This is an optimization exercise on Yosys and OpenROAD, whose aim is small area, a short achievable clock period and few clock cycles, not a production implementation. Power and IR drop assume default switching activity.

==> flow/design.v <==
module MCPU_Alu(in1, in2, mem, tt, s_add, s_sh, s_right, s_load, out);
input [15:0] in1, in2, mem;
input [3:1] tt;         
input s_add, s_sh, s_right, s_load;
output [15:0] out;
function [15:0] rev16(input [15:0] x);
  integer k;
  for (k = 0; k < 16; k = k + 1) rev16[k] = x[15-k];
endfunction
wire        big = |in2[15:4];
wire [15:0] sin = s_right ? rev16(in1) : in1;
wire [15:0] sl  = sin << in2[3:0];
wire [15:0] sh  = s_right ? rev16(sl) : sl;
wire [15:0] sum = in1 + in2;
wire        s_shv = s_sh & ~big;
wire [15:0] lg = ({16{tt[3]}} &  in1 &  in2)
               | ({16{tt[2]}} &  in1 & ~in2)
               | ({16{tt[1]}} & ~in1 &  in2);
assign out = lg
           | ({16{s_add}}   & sum)
           | ({16{s_shv}}   & sh)
           | ({16{s_load}}  & mem);
endmodule
module MCPU_Registerfile(clk, rs1, rs2, we, rd, wd, rd1, rd2);
input clk;
input [3:0] rs1, rs2;
wire [15:0] sel1 = 16'd1 << rs1;
wire [15:0] sel2 = 16'd1 << rs2;
input we;
input [3:0] rd;
input [15:0] wd;
output reg [15:0] rd1, rd2;
reg [255:0] R;
integer k;
always @(*) begin
  rd1 = 16'd0;
  rd2 = 16'd0;
  for (k = 0; k < 16; k = k + 1) begin
    rd1 = rd1 | ({16{sel1[k]}} & R[16*k +: 16]);
    rd2 = rd2 | ({16{sel2[k]}} & R[16*k +: 16]);
  end
end
genvar i;
generate
  for (i = 0; i < 16; i = i + 1) begin : g_reg
    always @(posedge clk)
      if (we && rd == i) R[16*i +: 16] <= wd;
  end
endgenerate
endmodule
module MCPU(clk, reset, imem_addr, imem_rdata, dmem_addr, dmem_we, dmem_wdata, dmem_rdata);
input clk;
input reset;
output [7:0]  imem_addr;
input  [15:0] imem_rdata;
output [7:0]  dmem_addr;
output        dmem_we;
output [15:0] dmem_wdata;
input  [15:0] dmem_rdata;
localparam [3:0] OP_AND = 0, OP_OR = 1, OP_XOR = 2, OP_ADD = 3, OP_LSL = 4,
                 OP_RSL = 5, OP_MOV = 6, OP_LOAD = 7, OP_STORE = 8,
                 OP_SHORT = 9, OP_BNZ = 10;
reg  [7:0] pc;
assign imem_addr = pc;
wire [3:0] f_op  = imem_rdata[15:12];
wire       f_ra  = (f_op == OP_STORE) | (f_op == OP_BNZ);
reg        d_v;        
reg [15:0] d_ins;
reg [3:0]  d_rs1;      
wire [3:0] d_rs2 = d_ins[3:0];
wire [3:0] d_op  = d_ins[15:12];
wire [3:0] d_a   = d_ins[11:8];
wire [7:0] d_imm = d_ins[7:0];
reg        e_wr;       
reg        e_store, e_bnz;
reg [3:0]  e_rd;
reg [15:0] e_op1, e_op2;
reg [3:1]  e_tt;       
reg        e_add, e_sh, e_right, e_load;
reg        w_wr;
reg [3:0]  w_rd;
reg [15:0] w_res;
wire [15:0] res;
wire [15:0] r1, r2;
MCPU_Registerfile rf(.clk(clk), .rs1(d_rs1), .rs2(d_rs2), .we(w_wr), .rd(w_rd), .wd(w_res), .rd1(r1), .rd2(r2));
MCPU_Alu alu(.in1(e_op1), .in2(e_op2), .mem(dmem_rdata),
             .tt(e_tt), .s_add(e_add), .s_sh(e_sh),
             .s_right(e_right), .s_load(e_load), .out(res));
wire [7:0] e_imm  = e_op2[7:0];
assign dmem_addr  = e_imm;
assign dmem_we    = e_store;
assign dmem_wdata = e_op1;
wire mispredict = e_bnz & ~(|e_op1);       
wire smc_e  = e_store & (e_imm == pc);
wire smc_d  = d_v & (d_op == OP_STORE) & (d_imm == pc);
wire squash = mispredict | smc_e | smc_d;
wire fwd1 = e_wr & (e_rd == d_rs1);
wire d_imm_op = (d_op == OP_LOAD) | (d_op == OP_STORE) | (d_op == OP_SHORT) | (d_op == OP_BNZ);
wire fwd2 = e_wr & (e_rd == d_rs2) & ~d_imm_op;
wire fww1 = w_wr & (w_rd == d_rs1);
wire fww2 = w_wr & (w_rd == d_rs2);
wire [15:0] q1 = fww1 ? w_res : r1;
wire [15:0] q2 = d_imm_op ? {8'd0, d_imm} : fww2 ? w_res : r2;
wire d_live = d_v & ~mispredict;
wire       f_bnz  = (f_op == OP_BNZ);
wire [7:0] pc_seq = mispredict ? e_imm : (smc_e | smc_d) ? pc : pc + 8'd1;
always @(posedge clk or posedge reset) begin
  if (reset) begin
    pc      <= 8'd0;
    d_v     <= 1'b0;
    e_wr    <= 1'b0;
    e_store <= 1'b0;
    e_bnz   <= 1'b0;
    w_wr    <= 1'b0;
  end else begin
    pc      <= (f_bnz & ~squash) ? imem_rdata[7:0] : pc_seq;
    d_v     <= ~squash;
    e_wr    <= d_live & ((d_op <= OP_LOAD) | (d_op == OP_SHORT));
    e_store <= d_live & (d_op == OP_STORE);
    e_bnz   <= d_live & (d_op == OP_BNZ);
    w_wr    <= e_wr;
  end
end
always @(posedge clk) begin
  d_ins   <= {imem_rdata[15:8], f_bnz ? pc + 8'd1 : imem_rdata[7:0]};
  d_rs1   <= f_ra ? imem_rdata[11:8] : imem_rdata[7:4];
  e_rd    <= d_a;
  e_op1   <= fwd1 ? res : q1;
  e_op2   <= fwd2 ? res : q2;
  w_rd    <= e_rd;
  w_res   <= res;
  e_tt[3] <= (d_op == OP_AND) | (d_op == OP_OR) | (d_op == OP_MOV) | (d_op == OP_SHORT);
  e_tt[2] <= (d_op == OP_OR) | (d_op == OP_XOR) | (d_op == OP_MOV);
  e_tt[1] <= (d_op == OP_OR) | (d_op == OP_XOR) | (d_op == OP_SHORT);
  e_add   <= (d_op == OP_ADD);
  e_sh    <= (d_op == OP_LSL) | (d_op == OP_RSL);
  e_right <= (d_op == OP_RSL);
  e_load  <= (d_op == OP_LOAD);
end
endmodule
Settings: LEC_CHECK=0, CAP_MARGIN=20, CORE_MARGIN=2, CORE_UTILIZATION=60, SETUP_SLACK_MARGIN=3.0, SLEW_MARGIN=20; clock period 5.5 ns.
run.sh (not shown) runs the stock make flow with config.mk's settings and CLKGATE_MAP_FILE= SYNTH_SCRIPT=/design/flow/synth_recipe.tcl, a recipe that flattens the netlist after the stock synthesis.
The baseline completed without violations.
Change:
--- a/flow/design.v
+++ b/flow/design.v
@@ -1,9 +1,10 @@
-module MCPU_Alu(in1, in2, mem, tt, s_add, s_sh, s_right, s_load, out);
+module MCPU_Alu(in1, in2, imm, mem, tt, s_add, s_sh, s_right, s_load, s_short, out);
 input [15:0] in1, in2, mem;
+input [7:0] imm;
 input [3:1] tt;         
-input s_add, s_sh, s_right, s_load;
+input s_add, s_sh, s_right, s_load, s_short;
 output [15:0] out;
 function [15:0] rev16(input [15:0] x);
   integer k;
   for (k = 0; k < 16; k = k + 1) rev16[k] = x[15-k];
 endfunction
@@ -17,11 +18,12 @@
                | ({16{tt[2]}} &  in1 & ~in2)
                | ({16{tt[1]}} & ~in1 &  in2);
 assign out = lg
            | ({16{s_add}}   & sum)
            | ({16{s_shv}}   & sh)
-           | ({16{s_load}}  & mem);
+           | ({16{s_load}}  & mem)
+           | ({16{s_short}} & {8'd0, imm});
 endmodule
 module MCPU_Registerfile(clk, rs1, rs2, we, rd, wd, rd1, rd2);
 input clk;
 input [3:0] rs1, rs2;
 wire [15:0] sel1 = 16'd1 << rs1;
@@ -73,36 +75,35 @@
 wire [7:0] d_imm = d_ins[7:0];
 reg        e_wr;       
 reg        e_store, e_bnz;
 reg [3:0]  e_rd;
 reg [15:0] e_op1, e_op2;
+reg [7:0]  e_imm;
 reg [3:1]  e_tt;       
-reg        e_add, e_sh, e_right, e_load;
+reg        e_add, e_sh, e_right, e_load, e_short;
 reg        w_wr;
 reg [3:0]  w_rd;
 reg [15:0] w_res;
 wire [15:0] res;
 wire [15:0] r1, r2;
 MCPU_Registerfile rf(.clk(clk), .rs1(d_rs1), .rs2(d_rs2), .we(w_wr), .rd(w_rd), .wd(w_res), .rd1(r1), .rd2(r2));
-MCPU_Alu alu(.in1(e_op1), .in2(e_op2), .mem(dmem_rdata),
+MCPU_Alu alu(.in1(e_op1), .in2(e_op2), .imm(e_imm), .mem(dmem_rdata),
              .tt(e_tt), .s_add(e_add), .s_sh(e_sh),
-             .s_right(e_right), .s_load(e_load), .out(res));
-wire [7:0] e_imm  = e_op2[7:0];
+             .s_right(e_right), .s_load(e_load), .s_short(e_short), .out(res));
 assign dmem_addr  = e_imm;
 assign dmem_we    = e_store;
 assign dmem_wdata = e_op1;
 wire mispredict = e_bnz & ~(|e_op1);       
 wire smc_e  = e_store & (e_imm == pc);
 wire smc_d  = d_v & (d_op == OP_STORE) & (d_imm == pc);
 wire squash = mispredict | smc_e | smc_d;
 wire fwd1 = e_wr & (e_rd == d_rs1);
-wire d_imm_op = (d_op == OP_LOAD) | (d_op == OP_STORE) | (d_op == OP_SHORT) | (d_op == OP_BNZ);
-wire fwd2 = e_wr & (e_rd == d_rs2) & ~d_imm_op;
+wire fwd2 = e_wr & (e_rd == d_rs2);
 wire fww1 = w_wr & (w_rd == d_rs1);
 wire fww2 = w_wr & (w_rd == d_rs2);
 wire [15:0] q1 = fww1 ? w_res : r1;
-wire [15:0] q2 = d_imm_op ? {8'd0, d_imm} : fww2 ? w_res : r2;
+wire [15:0] q2 = fww2 ? w_res : r2;
 wire d_live = d_v & ~mispredict;
 wire       f_bnz  = (f_op == OP_BNZ);
 wire [7:0] pc_seq = mispredict ? e_imm : (smc_e | smc_d) ? pc : pc + 8'd1;
 always @(posedge clk or posedge reset) begin
   if (reset) begin
@@ -127,14 +128,16 @@
   e_rd    <= d_a;
   e_op1   <= fwd1 ? res : q1;
   e_op2   <= fwd2 ? res : q2;
   w_rd    <= e_rd;
   w_res   <= res;
-  e_tt[3] <= (d_op == OP_AND) | (d_op == OP_OR) | (d_op == OP_MOV) | (d_op == OP_SHORT);
+  e_imm   <= d_imm;
+  e_tt[3] <= (d_op == OP_AND) | (d_op == OP_OR) | (d_op == OP_MOV);
   e_tt[2] <= (d_op == OP_OR) | (d_op == OP_XOR) | (d_op == OP_MOV);
-  e_tt[1] <= (d_op == OP_OR) | (d_op == OP_XOR) | (d_op == OP_SHORT);
+  e_tt[1] <= (d_op == OP_OR) | (d_op == OP_XOR);
   e_add   <= (d_op == OP_ADD);
   e_sh    <= (d_op == OP_LSL) | (d_op == OP_RSL);
   e_right <= (d_op == OP_RSL);
   e_load  <= (d_op == OP_LOAD);
+  e_short <= (d_op == OP_SHORT);
 end
 endmodule
Effect:
- setup slack degrades by 31 ps
- sequential share of layout area grows by 0.45 points
- routed wire length grows by 1.9%
- design area grows by 0.73%
- flip-flop and latch count grows by 9
- via count stays flat
- total power grows by 1.8%
- clock skew shrinks by 6.0 ps
No functional check of the RTL was part of any run of this note.

==> re-timing with driven ports <==
Ports are ideal in the flow. The routed layouts listed here were re-timed in OpenROAD. Step 1 (the two cells are an assumption about what drives the block):
set clk [get_ports {clk}]
set_driving_cell -lib_cell sky130_fd_sc_hd__clkbuf_16 $clk
set_driving_cell -lib_cell sky130_fd_sc_hd__buf_2 [delete_from_list [all_inputs] $clk]
Step 2 moves the port delays by t, midway between the first and last clock arrival at a register: inputs arrive t later, outputs are due t later. That takes back most of the time a late clock gives input paths. a / b / c = ideal / step 1 / step 2; a / b = the first two.
run	t (ns)	setup WS [ns]	worst setup path at the end
the first run	0.581	2.878 / 2.878 / 2.563	input to register
the second run	0.600	2.846 / 2.846 / 2.536	input to register
After both steps setup and hold are still met in every run listed. The setup slack of the first run, which loses most, moves by 0.000 ns with the drivers and by -0.315 ns with both steps.
